This is an optimization exercise on Yosys and OpenROAD, whose aim is small area and a short achievable clock period, not a production implementation. RTL that was checked went through simulation tests only; none was proved equivalent to the original.

// MAC_25
module MAC_25(
    input         sys_clk,
    input         sys_en,
    input         rst_n,
    input  [7:0]  data_in_a,
    input         sign_data_in_a,
    input  [7:0]  data_in_b,
    output [15:0] mul_output,
    output [24:0] mac_output
);
Size in the first run: ~25 flip-flops, roughly 61 I/O pins, ~3500 sq um of cells after synthesis.
export LEC_CHECK = 0
export CAP_MARGIN = 20
export CORE_MARGIN = 2
export CORE_UTILIZATION = 40
export SETUP_SLACK_MARGIN = 2.5
export SLEW_MARGIN = 20
create_clock -name core_clock -period 12.0 [get_ports {sys_clk}]
standard.sh (not shown) runs the stock make flow with config.mk's settings and CLKGATE_MAP_FILE= SYNTH_SCRIPT=/design/flow/synth_recipe.tcl, a recipe that flattens the netlist after the stock synthesis.
==> flow/flow/run.sh <==
#!/bin/bash
set -euo pipefail
sed 's/yosys synth -nofsm -noshare/yosys synth -nofsm -noshare -noabc/' synth_recipe.tcl > my_synth.tcl
bash standard.sh "SYNTH_SCRIPT=$PWD/my_synth.tcl" "BUFFER_PORTS_ARGS=-buffer_cell sky130_fd_sc_hd__buf_1" finish > standard.log 2>&1
==> next run, changes <==
--- a/flow/design.v
+++ b/flow/design.v
@@ -169,52 +169,52 @@
     wire s1 = pp0_2 ^ pp1_1 ^ pp2_0;
     wire c2 = (pp0_2 & pp1_1) | (pp0_2 & pp2_0) | (pp1_1 & pp2_0);
     wire s3 = pp0_3 ^ pp1_2 ^ pp2_1;
     wire c4 = (pp0_3 & pp1_2) | (pp0_3 & pp2_1) | (pp1_2 & pp2_1);
     wire s5 = pp3_0 ^ c2 ^ s3;
     wire c6 = (pp3_0 & c2) | (pp3_0 & s3) | (c2 & s3);
     wire s7 = pp0_4 ^ pp1_3 ^ pp2_2;
     wire c8 = (pp0_4 & pp1_3) | (pp0_4 & pp2_2) | (pp1_3 & pp2_2);
     wire s9 = pp3_1 ^ pp4_0 ^ c4;
     wire c10 = (pp3_1 & pp4_0) | (pp3_1 & c4) | (pp4_0 & c4);
-    wire s11 = s7 ^ c6;
-    wire c12 = s7 & c6;
+    wire s11 = s7 ^ c6 ^ s9;
+    wire c12 = (s7 & c6) | (s7 & s9) | (c6 & s9);
     wire s13 = pp0_5 ^ pp1_4 ^ pp2_3;
     wire c14 = (pp0_5 & pp1_4) | (pp0_5 & pp2_3) | (pp1_4 & pp2_3);
     wire s15 = pp3_2 ^ pp4_1 ^ pp5_0;
     wire c16 = (pp3_2 & pp4_1) | (pp3_2 & pp5_0) | (pp4_1 & pp5_0);
     wire s17 = c8 ^ s13 ^ s15;
     wire c18 = (c8 & s13) | (c8 & s15) | (s13 & s15);
-    wire s19 = c10 ^ s17;
-    wire c20 = c10 & s17;
+    wire s19 = c10 ^ s17 ^ c12;
+    wire c20 = (c10 & s17) | (c10 & c12) | (s17 & c12);
     wire s21 = pp0_6 ^ pp1_5 ^ pp2_4;
     wire c22 = (pp0_6 & pp1_5) | (pp0_6 & pp2_4) | (pp1_5 & pp2_4);
     wire s23 = pp3_3 ^ pp4_2 ^ pp5_1;
     wire c24 = (pp3_3 & pp4_2) | (pp3_3 & pp5_1) | (pp4_2 & pp5_1);
     wire s25 = pp6_0 ^ c14 ^ c16;
     wire c26 = (pp6_0 & c14) | (pp6_0 & c16) | (c14 & c16);
     wire s27 = s21 ^ s23 ^ c18;
     wire c28 = (s21 & s23) | (s21 & c18) | (s23 & c18);
-    wire s29 = s25 ^ c20;
-    wire c30 = s25 & c20;
+    wire s29 = s25 ^ s27;
+    wire c30 = s25 & s27;
     wire s31 = 1'b1 ^ pp0_7 ^ pp1_6;
     wire c32 = (1'b1 & pp0_7) | (1'b1 & pp1_6) | (pp0_7 & pp1_6);
     wire s33 = pp2_5 ^ pp3_4 ^ pp4_3;
     wire c34 = (pp2_5 & pp3_4) | (pp2_5 & pp4_3) | (pp3_4 & pp4_3);
     wire s35 = pp5_2 ^ pp6_1 ^ c22;
     wire c36 = (pp5_2 & pp6_1) | (pp5_2 & c22) | (pp6_1 & c22);
     wire s37 = c24 ^ s31 ^ s33;
     wire c38 = (c24 & s31) | (c24 & s33) | (s31 & s33);
     wire s39 = c26 ^ pp7_0 ^ s35;
     wire c40 = (c26 & pp7_0) | (c26 & s35) | (pp7_0 & s35);
-    wire s41 = s37 ^ c28 ^ c30;
-    wire c42 = (s37 & c28) | (s37 & c30) | (c28 & c30);
+    wire s41 = s37 ^ c28 ^ s39;
+    wire c42 = (s37 & c28) | (s37 & s39) | (c28 & s39);
     wire s43 = pp0_8 ^ pp1_7 ^ pp2_6;
     wire c44 = (pp0_8 & pp1_7) | (pp0_8 & pp2_6) | (pp1_7 & pp2_6);
     wire s45 = pp3_5 ^ pp4_4 ^ pp5_3;
     wire c46 = (pp3_5 & pp4_4) | (pp3_5 & pp5_3) | (pp4_4 & pp5_3);
     wire s47 = pp6_2 ^ c32 ^ c34;
     wire c48 = (pp6_2 & c32) | (pp6_2 & c34) | (c32 & c34);
     wire s49 = s43 ^ s45 ^ c36;
     wire c50 = (s43 & s45) | (s43 & c36) | (s45 & c36);
     wire s51 = c38 ^ pp7_1 ^ s47;
     wire c52 = (c38 & pp7_1) | (c38 & s47) | (pp7_1 & s47);
@@ -243,22 +243,22 @@
     wire s75 = c66 ^ s73 ^ c68;
     wire c76 = (c66 & s73) | (c66 & c68) | (s73 & c68);
     wire s77 = pp7_4 ^ c70 ^ s75;
     wire c78 = (pp7_4 & c70) | (pp7_4 & s75) | (c70 & s75);
     wire s79 = pp5_7 ^ pp6_6 ^ c74;
     wire c80 = (pp5_7 & pp6_6) | (pp5_7 & c74) | (pp6_6 & c74);
     wire s81 = pp7_5 ^ s79 ^ c76;
     wire c82 = (pp7_5 & s79) | (pp7_5 & c76) | (s79 & c76);
     wire s83 = pp6_7 ^ c80 ^ pp7_6;
     wire c84 = (pp6_7 & c80) | (pp6_7 & pp7_6) | (c80 & pp7_6);
-    assign ra = {1'b1, pp7_7, s83, c78, s77, c64, c54, c42, s39, s27, c12, s9, s5, s1, pp0_1, pp0_0};
-    assign rb = {1'b0, c84, c82, s81, c72, s71, s63, s53, s41, s29, s19, s11, 1'b0, 1'b0, pp1_0, 1'b0};
+    assign ra = {1'b1, pp7_7, s83, c78, s77, c64, c54, c42, c30, c20, s19, s11, s5, s1, pp0_1, pp0_0};
+    assign rb = {1'b0, c84, c82, s81, c72, s71, s63, s53, s41, s29, 1'b0, 1'b0, 1'b0, 1'b0, pp1_0, 1'b0};
 endmodule
 module mac_cpa(input [15:0] ra, input [15:0] rb, output [15:0] prod);
     wire [15:0] g85 = ra & rb;
     wire [15:0] p86 = ra ^ rb;
     wire G87 = g85[1] | (p86[1] & g85[0]);
     wire P88 = p86[1] & p86[0];
     wire G89 = g85[3] | (p86[3] & g85[2]);
     wire P90 = p86[3] & p86[2];
     wire G91 = g85[5] | (p86[5] & g85[4]);
     wire P92 = p86[5] & p86[4];
The changed run passed the timing, DRC and antenna checks; sequential cell count does not change; clock-buffer cell count is unchanged; cell area is lower by 4.3%; worst setup slack gains 0.082 ns; global-route usage is lower by 0.19 points; non-clock buffer count is unchanged; wire length is lower by 6.0%; critical path depth does not change; synthesized area is lower by 2.6%.
Only the layout flow was run in the first run of this note; the RTL was not checked for function there.

MAC_25, a different RTL version from the one above (not shown whole).
Size: ~320 cells after synthesis, ~61 I/O pins.
clock: 12.0 ns
lec_check: 0
cap_margin: 20
core_margin: 2
core_utilization: 40
setup_slack_margin: 2.5
slew_margin: 20
Scripts as last shown in full above: flow/flow/run.sh
==> next run, changes <==
--- a/flow/design.v
+++ b/flow/design.v
@@ -230,32 +230,32 @@
     wire c62 = (c48 & s57) | (c48 & c50) | (s57 & c50);
     wire s63 = s59 ^ c52 ^ s61;
     wire c64 = (s59 & c52) | (s59 & s61) | (c52 & s61);
     wire s65 = pp3_7 ^ pp4_6 ^ pp5_5;
     wire c66 = (pp3_7 & pp4_6) | (pp3_7 & pp5_5) | (pp4_6 & pp5_5);
     wire s67 = pp6_4 ^ c56 ^ s65;
     wire c68 = (pp6_4 & c56) | (pp6_4 & s65) | (c56 & s65);
-    wire s69 = pp7_3 ^ c58 ^ s67;
-    wire c70 = (pp7_3 & c58) | (pp7_3 & s67) | (c58 & s67);
-    wire s71 = c60 ^ s69 ^ c62;
-    wire c72 = (c60 & s69) | (c60 & c62) | (s69 & c62);
+    wire s69 = pp7_3 ^ c58 ^ c60;
+    wire c70 = (pp7_3 & c58) | (pp7_3 & c60) | (c58 & c60);
+    wire s71 = s67 ^ c62 ^ s69;
+    wire c72 = (s67 & c62) | (s67 & s69) | (c62 & s69);
     wire s73 = pp4_7 ^ pp5_6 ^ pp6_5;
     wire c74 = (pp4_7 & pp5_6) | (pp4_7 & pp6_5) | (pp5_6 & pp6_5);
     wire s75 = c66 ^ s73 ^ pp7_4;
     wire c76 = (c66 & s73) | (c66 & pp7_4) | (s73 & pp7_4);
     wire s77 = c68 ^ s75 ^ c70;
     wire c78 = (c68 & s75) | (c68 & c70) | (s75 & c70);
     wire s79 = pp5_7 ^ pp6_6 ^ c74;
     wire c80 = (pp5_7 & pp6_6) | (pp5_7 & c74) | (pp6_6 & c74);
     wire s81 = pp7_5 ^ s79 ^ c76;
     wire c82 = (pp7_5 & s79) | (pp7_5 & c76) | (s79 & c76);
     wire s83 = pp6_7 ^ pp7_6 ^ c80;
     wire c84 = (pp6_7 & pp7_6) | (pp6_7 & c80) | (pp7_6 & c80);
-    assign ra = {1'b0, pp7_7, s83, s81, s77, c64, c54, c42, s41, s29, s19, s11, s5, s1, pp0_1, pp0_0};
-    assign rb = {1'b1, c84, c82, c78, c72, s71, s63, s53, c30, 1'b1, 1'b1, 1'b1, 1'b1, 1'b1, pp1_0, 1'b1};
+    assign ra = {1'b0, pp7_7, s83, s81, c72, c64, c54, c42, s41, s29, s19, s11, s5, s1, pp0_1, pp0_0};
+    assign rb = {1'b1, c84, c82, c78, s77, s71, s63, s53, c30, 1'b1, 1'b1, 1'b1, 1'b1, 1'b1, pp1_0, 1'b1};
 endmodule
 module mac_cpa(input [15:0] ra, input [15:0] rb, output [15:0] prod);
     wire [15:0] g85 = ra & rb;
     wire [15:0] p86 = ra ^ rb;
     wire g87 = ra[0] | rb[0];
     wire G88 = g85[1] | (p86[1] & g87);
     wire P89 = p86[1] & p86[0];
Outcome: Core utilization increases by 0.21 points; critical path depth decreases by 1; final area increases by 0.46%; global-route usage decreases by 0.55 points; clock-buffer cell count decreases by 1; area after synthesis stays the same; non-clock buffer count does not change; final cell count stays the same; wire length decreases by 2.8%.
The RTL of the first run of this note was laid out without a check of its function.

## what the ideal ports hide
The flow's constraints put no driver on any port. The routed layouts listed below were extracted and timed again, unchanged, in two steps. Step 1: set_driving_cell puts a clkbuf_16 on sys_clk and a buf_2 on each other input, an assumption about the parent block. Step 2 times the ports against the registers' clock, not the clock port: input delays grow and output delays shrink by t, the midpoint of the rising clock arrivals with the driver on. a / b / c = no drivers / after step 1 / after step 2; a / b = the first two.
run	t, ns	setup slack, ns	pins driven straight from the clock port
the first run of note 1	0.292	2.670 / 2.647 / 2.580	1
the second run of note 1	0.289	2.752 / 2.731 / 2.658	1
the first run of note 2	0.291	2.775 / 2.745 / 2.632	1
the second run of note 2	0.295	2.806 / 2.782 / 2.665	1
After both steps every run listed still meets setup and hold. The setup slack of the first run of note 2, which loses most, moves by -0.030 ns with the drivers and by -0.143 ns with both steps.
